What follows belongs to an exercise in optimizing a design on an open flow for small area; a production flow would make more cautious choices.
Only simulation tests tie the RTL to the original design; equivalence was not proved.
No driver is modelled on the clock port, so clock power and skew are understated where the tree is cut down; a real chip needs a root buffer or a tree.

== main ==
==> flow/design.v <==
module traffic_light (
	input clk,     
	input rst_n,   
	output [7:0]Row_Scan_Sig,
	output[1:0]Column_Scan_Sig,
	output[1:0]Column_Scan_Sig2,
	output [3:0]ledout
);
localparam [2:0] Q0 = 3'b101;
localparam [2:0] RM0 = 3'b010;
localparam [1:0] T0 = 2'd2;
localparam [3:0] O0 = 4'd9;
reg [9:0] f;
reg sp;
reg [2:0] qx;
reg rh;
reg [2:0] rmx;
reg ph;           
reg [1:0] tx;
reg [3:0] ox;
wire [2:0] q = qx ^ Q0;
wire [2:0] rm = rmx ^ RM0;
wire [1:0] t = tx ^ T0;      
wire [3:0] o = ox ^ O0;      
wire st = (f == 10'b0001000000);
wire fb = ~(f[9] ^ f[2]) & ~st;
wire k0 = ~sp & q[2] & ~q[1] & q[0];
wire s5 = sp & q[2];
wire adv = st & ~sp & ~q[2] & ~q[1] & q[0];
reg [2:0] nq;
always @(*) begin
	if (sp)
		nq = q[2] ? 3'b100 : q;
	else
		case (q)
			3'b000: nq = 3'b001;
			3'b001: nq = {1'b1, t};
			3'b010: nq = 3'b011;
			3'b100: nq = 3'b010;
			default: nq = 3'b000;
		endcase
end
wire first = ~rm[2] & rm[1] & ~rm[0];
wire r4 = rm[1] & rm[0];
wire r9 = rh & r4;
wire r0 = ~rh & rm[2] & rm[1];
wire t3 = t[1] & t[0];
wire rl = r0 & t3;
wire tz = (t == 2'd0);
wire o0 = o[3] & ~o[0];
wire o5 = o[0];             
wire ev_o = r9 | rl;
wire ev_t = (r9 & o0) | rl;
wire [3:0] odec;
assign odec[3] = o[2] & o[1];
assign odec[2] = (~o[3] & o[1]) | (o[2] & o[0]) | (tz & o[1]);
assign odec[1] = ~o[2] | (~o[3] & o[1]) | (tz & ph & o[3] & ~o[0]);
assign odec[0] = ~((~o[3] & ~o[0]) | (o[2] & ~o[1]) | (tz & ph & ~o[0]));
wire [1:0] tdec = (rl & ~ph) ? 2'd1 : {t[1] ^ ~t[0], ~t[0]};
always @(posedge clk or negedge rst_n) begin
	if (~rst_n) begin
		f <= 10'd0;
		sp <= 1'b0;
		qx <= 3'd0;
		rh <= 1'b0;
		rmx <= 3'd0;
		ph <= 1'b0;
		tx <= 2'd0;
		ox <= 4'd0;
	end else begin
		f <= {f[8:7], f[6] & ~st, f[5:0], fb};
		if (st) begin
			sp <= ~sp;
			qx <= nq ^ Q0;
		end
		if (adv) begin
			if (r4)
				rh <= ~rh;
			rmx <= {rm[1:0], ~(rm[2] | rm[1])} ^ RM0;
			ph <= ph ^ rl;
			if (ev_t)
				tx <= tdec ^ T0;
			if (ev_o)
				ox <= odec ^ O0;
		end
	end
end
wire ge5 = ~t3 & (t[1] | t[0] | o5 | rh);
assign ledout[0] = ~ph & ge5 & ~first;   
assign ledout[1] = ph;                   
assign ledout[2] = ph & ge5;             
assign ledout[3] = ~ph & ~first;         
wire [1:0] ts = s5 ? q[1:0] : t;
wire [6:0] segt;
assign segt[0] = ~ts[1] & ts[0];
assign segt[1] = 1'b0;
assign segt[2] = ts[1] & ~ts[0];
assign segt[3] = ~ts[1] & ts[0];
assign segt[4] = ts[0];
assign segt[5] = ts[1] ^ ts[0];
assign segt[6] = ~ts[1];
wire [6:0] sego;
assign sego[0] = ~o[3] & o[2] & ~o[0];
assign sego[1] = (o[3] & o[2] & o[0]) | t3;
assign sego[2] = ~o[2] & o[1] & ~o[0];
assign sego[3] = ~o[3] & o[2];
assign sego[4] = ~o[1] | (~o[3] & o[2]) | t3;
assign sego[5] = (~o[2] & ~o[0]) | (~o[3] & o[2] & o[1]);
assign sego[6] = o[1] & o[2] & ~t3 & ~(o[3] & o[0]);
assign Row_Scan_Sig = {~k0, sp ? segt : (sego & {7{~k0}})};
assign Column_Scan_Sig = (sp | k0) ? 2'b10 : 2'b01;
assign Column_Scan_Sig2 = Column_Scan_Sig;
endmodule
==> flow/config.mk <==
export PLATFORM = sky130hd
export DESIGN_NAME = traffic_light
export DESIGN_NICKNAME = traffic_light
export VERILOG_FILES = /design/flow/design.v
export SDC_FILE = /design/flow/constraint.sdc
export NUM_CORES = 4
export LEC_CHECK = 0
export CAP_MARGIN = 20
export CORE_AREA = 2.3 2.72 57.6 59.9
export DIE_AREA = 0 0 59.7 62.0
export SLEW_MARGIN = 20
==> flow/constraint.sdc <==
create_clock -name core_clock -period 5.0 [get_ports {clk}]
set_input_delay 1.0000 -clock core_clock [delete_from_list [all_inputs] [get_ports {clk}]]
set_output_delay 1.0000 -clock core_clock [all_outputs]
set_load 0.01 [all_outputs]
standard.sh (not shown) runs the stock make flow with config.mk's settings and CLKGATE_MAP_FILE= SYNTH_SCRIPT=/design/flow/synth_recipe.tcl, a recipe that flattens the netlist after the stock synthesis.
==> flow/flow/run.sh <==
#!/bin/bash
# Own layout flow: the standard flow, with three changes for area.
#  1. After the standard synthesis, its combinational logic is re-mapped with an
#     area-oriented ABC script (flip-flops untouched: same names, same cells).
#     ABC's deepsyn is randomised, so it runs (twice in a row) with four seeds and the smallest
#     netlist whose flip-flops match the standard synthesis's is kept.
#  2. Ports are buffered with buf_1.
#  3. The clock tree is one buf_12 driving every register (cts_one_buffer.tcl,
#     run as ORFS's PRE_CTS_TCL hook in place of TritonCTS).
# Each tool's output goes to a log file of its own in the work folder.
set -euo pipefail
W=$(pwd)
LIB=$FLOW_HOME/platforms/sky130hd/lib/sky130_fd_sc_hd__tt_025C_1v80.lib
R=$W/orfs/results/${FLOW_PLATFORM}/traffic_light/base
YOSYS=$(command -v yosys || echo "$FLOW_HOME/../tools/install/yosys/bin/yosys")

bash standard.sh synth > "$W/log_1_std_synth.txt" 2>&1
cp "$R/1_2_yosys.v" "$W/std_1_2_yosys.v"
grep -E '^\s*sky130_fd_sc_hd__df' "$W/std_1_2_yosys.v" | awk '{print $1, $2}' | sort > "$W/ff_std.txt"

for S in 1 2 3 4; do
  sed -e "s#@SEED@#$S#" flow/remap.abc > "$W/remap_$S.abc"
  sed -e "s#@LIB@#$LIB#g" -e "s#@IN@#$W/std_1_2_yosys.v#" -e "s#@OUT@#$W/remap_$S.v#" \
      -e "s#@TOP@#$FLOW_TOP#" -e "s#@ABC@#$W/remap_$S.abc#" flow/remap.ys > "$W/remap_$S.ys"
  ( "$YOSYS" -s "$W/remap_$S.ys" > "$W/log_2_remap_$S.txt" 2>&1 || true ) &
done
wait

best=""
best_area=""
for S in 1 2 3 4; do
  [[ -s "$W/remap_$S.v" ]] || continue
  # the flip-flops must be exactly the standard synthesis's
  grep -E '^\s*sky130_fd_sc_hd__df' "$W/remap_$S.v" | awk '{print $1, $2}' | sort > "$W/ff_remap_$S.txt"
  [[ -s "$W/ff_std.txt" ]] && cmp -s "$W/ff_std.txt" "$W/ff_remap_$S.txt" || continue
  a=$(grep 'Chip area' "$W/log_2_remap_$S.txt" | tail -1 | awk '{print $NF}')
  [[ -n "$a" ]] || continue
  if [[ -z "$best" ]] || awk -v a="$a" -v b="$best_area" 'BEGIN { exit !(a < b) }'; then
    best=$S
    best_area=$a
  fi
done

if [[ -n "$best" ]]; then
  echo "using the re-mapped netlist of seed $best (area $best_area)" > "$W/log_3_choice.txt"
  cp "$W/remap_$best.v" "$R/1_2_yosys.v"
  touch "$R/1_2_yosys.v"
  bash standard.sh synth > "$W/log_4_synth_odb.txt" 2>&1
else
  echo "re-map failed or changed the flip-flops: using the standard netlist" > "$W/log_3_choice.txt"
fi

bash standard.sh finish \
  "BUFFER_PORTS_ARGS=-buffer_cell sky130_fd_sc_hd__buf_1" \
  "PRE_CTS_TCL=$W/flow/cts_one_buffer.tcl" \
  > "$W/log_5_layout.txt" 2>&1
Other scripts of this flow, unchanged in this note and not shown: flow/flow/cts_one_buffer.tcl, flow/flow/remap.abc, flow/flow/remap.ys
Per the final summary, main finished and its layout is clean on timing, DRC and antenna.
Relative to main, the following input files were edited for the feature branch:
--- a/flow/design.v
+++ b/flow/design.v
@@ -7,11 +7,11 @@
 	output [3:0]ledout
 );
 localparam [2:0] Q0 = 3'b101;
 localparam [2:0] RM0 = 3'b010;
 localparam [1:0] T0 = 2'd2;
-localparam [3:0] O0 = 4'd9;
+localparam [3:0] O0 = 4'b1100;
 reg [9:0] f;
 reg sp;
 reg [2:0] qx;
 reg rh;
 reg [2:0] rmx;
@@ -45,19 +45,20 @@
 wire r9 = rh & r4;
 wire r0 = ~rh & rm[2] & rm[1];
 wire t3 = t[1] & t[0];
 wire rl = r0 & t3;
 wire tz = (t == 2'd0);
-wire o0 = o[3] & ~o[0];
-wire o5 = o[0];             
+wire w = t3 & ph;
+wire o0 = ~o[3] & ~o[2];
+wire o5 = o[3];             
 wire ev_o = r9 | rl;
 wire ev_t = (r9 & o0) | rl;
 wire [3:0] odec;
-assign odec[3] = o[2] & o[1];
-assign odec[2] = (~o[3] & o[1]) | (o[2] & o[0]) | (tz & o[1]);
-assign odec[1] = ~o[2] | (~o[3] & o[1]) | (tz & ph & o[3] & ~o[0]);
-assign odec[0] = ~((~o[3] & ~o[0]) | (o[2] & ~o[1]) | (tz & ph & ~o[0]));
+assign odec[3] = ~((~o[3] & o[2]) | (~w & ~o[2] & ~o[1]));
+assign odec[2] = ~o[1] | ~o[0] | (~tz & ~o[3] & ~o[2]);
+assign odec[1] = (o[2] & o[0]) | (~w & ~o[2] & ~o[1]);
+assign odec[0] = o[2] & ~(o[1] & ~o[0]);
 wire [1:0] tdec = (rl & ~ph) ? 2'd1 : {t[1] ^ ~t[0], ~t[0]};
 always @(posedge clk or negedge rst_n) begin
 	if (~rst_n) begin
 		f <= 10'd0;
 		sp <= 1'b0;
@@ -89,25 +90,23 @@
 assign ledout[0] = ~ph & ge5 & ~first;   
 assign ledout[1] = ph;                   
 assign ledout[2] = ph & ge5;             
 assign ledout[3] = ~ph & ~first;         
 wire [1:0] ts = s5 ? q[1:0] : t;
-wire [6:0] segt;
-assign segt[0] = ~ts[1] & ts[0];
-assign segt[1] = 1'b0;
-assign segt[2] = ts[1] & ~ts[0];
-assign segt[3] = ~ts[1] & ts[0];
-assign segt[4] = ts[0];
-assign segt[5] = ts[1] ^ ts[0];
-assign segt[6] = ~ts[1];
-wire [6:0] sego;
-assign sego[0] = ~o[3] & o[2] & ~o[0];
-assign sego[1] = (o[3] & o[2] & o[0]) | t3;
-assign sego[2] = ~o[2] & o[1] & ~o[0];
-assign sego[3] = ~o[3] & o[2];
-assign sego[4] = ~o[1] | (~o[3] & o[2]) | t3;
-assign sego[5] = (~o[2] & ~o[0]) | (~o[3] & o[2] & o[1]);
-assign sego[6] = o[1] & o[2] & ~t3 & ~(o[3] & o[0]);
-assign Row_Scan_Sig = {~k0, sp ? segt : (sego & {7{~k0}})};
+wire [3:0] tc;              
+assign tc[3] = ts[1] & ts[0];
+assign tc[2] = ts[1] | ts[0];
+assign tc[1] = ~ts[1];
+assign tc[0] = ~(ts[1] & ts[0]);
+wire [3:0] d = k0 ? 4'b1101 : sp ? tc : o;
+wire [6:0] seg;
+assign seg[0] = ~d[3] & d[2] & d[1];
+assign seg[1] = d[3] & ~d[2];
+assign seg[2] = ~d[3] & ~d[1] & d[0];
+assign seg[3] = d[2] & d[1];
+assign seg[4] = ~d[0] | (d[2] & d[1]);
+assign seg[5] = (~d[3] & ~d[1]) | (d[2] & d[1] & d[0]);
+assign seg[6] = d[1] & d[0] & ~(d[3] & ~d[2]);
+assign Row_Scan_Sig = {~k0, seg};
 assign Column_Scan_Sig = (sp | k0) ? 2'b10 : 2'b01;
 assign Column_Scan_Sig2 = Column_Scan_Sig;
 endmodule
## What came out
- Of the two values seen for worst-path cell with the longest stage delay, sky130_fd_sc_hd__or4_1 was produced by main and sky130_fd_sc_hd__nor4_2 by the feature branch.
- Of main and the feature branch, the lower portion of the clock cycle consumed by the worst path in the final layout belongs to main.
- Fraction of met3 tracks used by global routing is higher on main
- When the feature branch is set beside main, its number of cells on the critical path turns out to be 1 smaller.
- On minimum clock period after layout: the feature branch sits above main.
- The feature branch vs main, first-pass GRT wire length went down by about 10%.
- Relative to main, register fraction of the total cell area has increased by 0.42 points in the feature branch.
- | cell area | the feature branch vs main | better |
- The feature branch vs. main: number of cells on the worst reg-to-reg path went down by 1.
- Mean number of vias per cell: higher on the feature branch
- From main to the feature branch, number of cells upsized or downsized after cts did not move at all.
In every run of this note, the design's own scripts or RTL, not TritonCTS, make the clock network.

## what the ideal ports hide
The results above use ideal ports. As a check the final layouts listed here were re-extracted and re-timed, cells and wires unchanged. Step 1 (the two cells are an assumption about what drives the block):
set clk [get_ports {clk}]
set_driving_cell -lib_cell sky130_fd_sc_hd__clkbuf_16 $clk
set_driving_cell -lib_cell sky130_fd_sc_hd__buf_2 [delete_from_list [all_inputs] $clk]
Step 2 adds t to the input delays and takes it off the output delays; t is the mean of the earliest and latest rising clock arrival at the registers after step 1. Input paths then give back, and output paths get back, about the clock's delay inside the block. a / b / c = ideal / step 1 / step 2; a / b = the first two.
run	shift t [ns]	setup slack, ns	worst register clock-pin slew, ns	worst slew at a driven data input, ns
main	0.158	0.954 / 0.954 / 0.954	0.10 / 0.10	0.03
the feature branch	0.156	0.664 / 0.664 / 0.664	0.09 / 0.09	0.03
After both steps setup and hold are still met in every run listed.
